Background: an optimization exercise with open tools, aiming at small area, a short achievable clock period and few clock cycles per item. Do not read the settings as production practice.
The RTL was checked by simulation tests, not by an equivalence proof against the original design.
Power is estimated from default activity; no workload was simulated.

// mdu_top
module mdu_top
(
    input  logic         clk,
    input  logic         rst,
    input  logic         in_valid,
    input  logic [2:0]   in_op,
    input  logic [31:0]  in_rs1,
    input  logic [31:0]  in_rs2,
    input  logic [31:0]  in_pc,
    input  logic [31:0]  in_inst,
    input  logic [4:0]   in_rd_addr,
    input  logic [4:0]   in_rs1_addr,
    input  logic [4:0]   in_rs2_addr,
    input  logic         in_regf_we,
    input  logic [4:0]   in_rob_idx,
    output logic         out_valid,
    output logic [31:0]  out_rd_data,
    output logic [31:0]  out_pc,
    output logic [31:0]  out_inst,
    output logic [4:0]   out_rd_addr,
    output logic [4:0]   out_rs1_addr,
    output logic [4:0]   out_rs2_addr,
    output logic         out_regf_we,
    output logic [4:0]   out_rob_idx
);
    mul_unit mul_inst (
        .clk      (clk),
        .rst      (rst),
        .in_valid (in_valid),
        .in_op    (in_op),
        .in_rs1   (in_rs1),
        .in_rs2   (in_rs2),
        .out_valid(out_valid),
        .out_data (out_rd_data)
    );
    assign out_pc       = in_pc;
    assign out_inst     = in_inst;
    assign out_rd_addr  = in_rd_addr;
    assign out_rs1_addr = in_rs1_addr;
    assign out_rs2_addr = in_rs2_addr;
    assign out_regf_we  = in_regf_we;
    assign out_rob_idx  = in_rob_idx;
endmodule
For scale: roughly 3,900 cells after synthesis, ~120 flip-flops.
export LEC_CHECK = 0
export ABC_AREA = 1
export CAP_MARGIN = 30
export CORE_MARGIN = 2
export CORE_UTILIZATION = 40
export CTS_BUF_LIST = sky130_fd_sc_hd__clkbuf_4 sky130_fd_sc_hd__clkbuf_8
export CTS_CLUSTER_SIZE = 30
export PLACE_DENSITY = 0.7
export SETUP_SLACK_MARGIN = 5
export SLEW_MARGIN = 30
create_clock -name core_clock -period 13.0 [get_ports {clk}]
run.sh (not shown) runs the stock make flow with config.mk's settings and CLKGATE_MAP_FILE= SYNTH_SCRIPT=/design/flow/synth_recipe.tcl, a recipe that flattens the netlist after the stock synthesis.
The baseline finished with timing, DRC and antenna clean.
Testbench counts at the start, summed over its fixed seeds: cycles 142,920, ops 24,000.
Next try:
- CTS_BUF_LIST: sky130_fd_sc_hd__clkbuf_4 sky130_fd_sc_hd__clkbuf_8 -> not set
- CTS_CLUSTER_SIZE: 30 -> not set
- PLACE_DENSITY: 0.7 -> not set
Cell area increases slightly.
Worst hold slack barely changes.
Cell count hardly moves.
Sequential share of layout area is about the same.
Global-route usage grows by 0.18 points.
First-iteration DRC count decreases by a few percent.
Register-to-register slack gets better by 80 ps.
Power falls slightly.
Setup slack gains 81 ps.
Next try:
- ABC_AREA: 1 -> not set
- CTS_BUF_LIST: not set -> sky130_fd_sc_hd__clkbuf_4 sky130_fd_sc_hd__clkbuf_8
- CTS_CLUSTER_SIZE: not set -> 30
- The changed run completed with no timing, DRC or antenna violations
- clock skew stays flat
- die area is higher by 2.1%
- routed wire length is lower by 0.76%
Next try:
- ABC_AREA: not set -> 1
- CORE_UTILIZATION: 40 -> 55
- CTS_BUF_LIST: sky130_fd_sc_hd__clkbuf_4 sky130_fd_sc_hd__clkbuf_8 -> not set
- CTS_CLUSTER_SIZE: 30 -> not set
After rerunning: Non-clock buffer count fell by 34. Worst setup slack gets worse by 96 ps. Power rose by about 6%. Design area fell by 3.5%. Register-to-register slack gets better by 70 ps. Routed wire length fell by about 1.4%. Sequential share of layout area rose by 0.31 points. Final cell count rose by about 9%.
Next try:
- ABC_CLOCK_PERIOD_IN_PS: not set -> 7000
- CORE_UTILIZATION: 55 -> 40
The new run went through all stages and came out clean.
Total power shrinks by 3.6%.
Sequential share of layout area is about the same.
Synthesized cell count stays the same.
Critical path depth shrinks by 1.
Routed wire length grows by 2.2%.
Register-to-register slack improves by 130 ps.
Cell count grows by 4.8%.
Global-route usage shrinks by 12 points.
Next try:
- ABC_CLOCK_PERIOD_IN_PS: 7000 -> not set
- CORE_UTILIZATION: 40 -> 45
- CTS_BUF_LIST: not set -> sky130_fd_sc_hd__clkbuf_4 sky130_fd_sc_hd__clkbuf_8
- CTS_CLUSTER_SIZE: not set -> 30
What happened: The new run finished with timing, DRC and antenna clean; utilization rose by 5.0 points; final area went down slightly; power went up slightly.

==> afterwards: timing with drivers on the ports <==
Ports are ideal in the flow. The routed layouts listed here were re-timed in OpenROAD.
Step 1 assumes that a clkbuf_16 drives the clock port and a buf_2 every other input.
Step 2 adds t to the input delays and takes it off the output delays; t is the mean of the earliest and latest rising clock arrival at the registers after step 1. Input paths then give back, and output paths get back, about the clock's delay inside the block.
a / b / c = ideal ports / drivers / drivers and shift; a / b = the first two.
run	t (ns)	setup slack, ns	worst register clock-pin slew, ns	pins driven straight from the clock port
the first run	0.542	5.200 / 5.207 / 4.665	0.09 / 0.09	1
the second run	0.492	5.280 / 5.322 / 4.830	0.06 / 0.06	1
the third run	0.549	5.234 / 5.270 / 4.721	0.09 / 0.09	1
the fourth run	0.494	5.138 / 5.171 / 4.676	0.06 / 0.06	1
the fifth run	0.492	5.280 / 5.322 / 4.830	0.06 / 0.06	1
the sixth run	0.538	5.294 / 5.275 / 4.737	0.09 / 0.09	1
After both steps setup and hold are still met in every run listed. The setup slack of the sixth run, which loses most, moves by -0.019 ns with the drivers and by -0.557 ns with both steps.
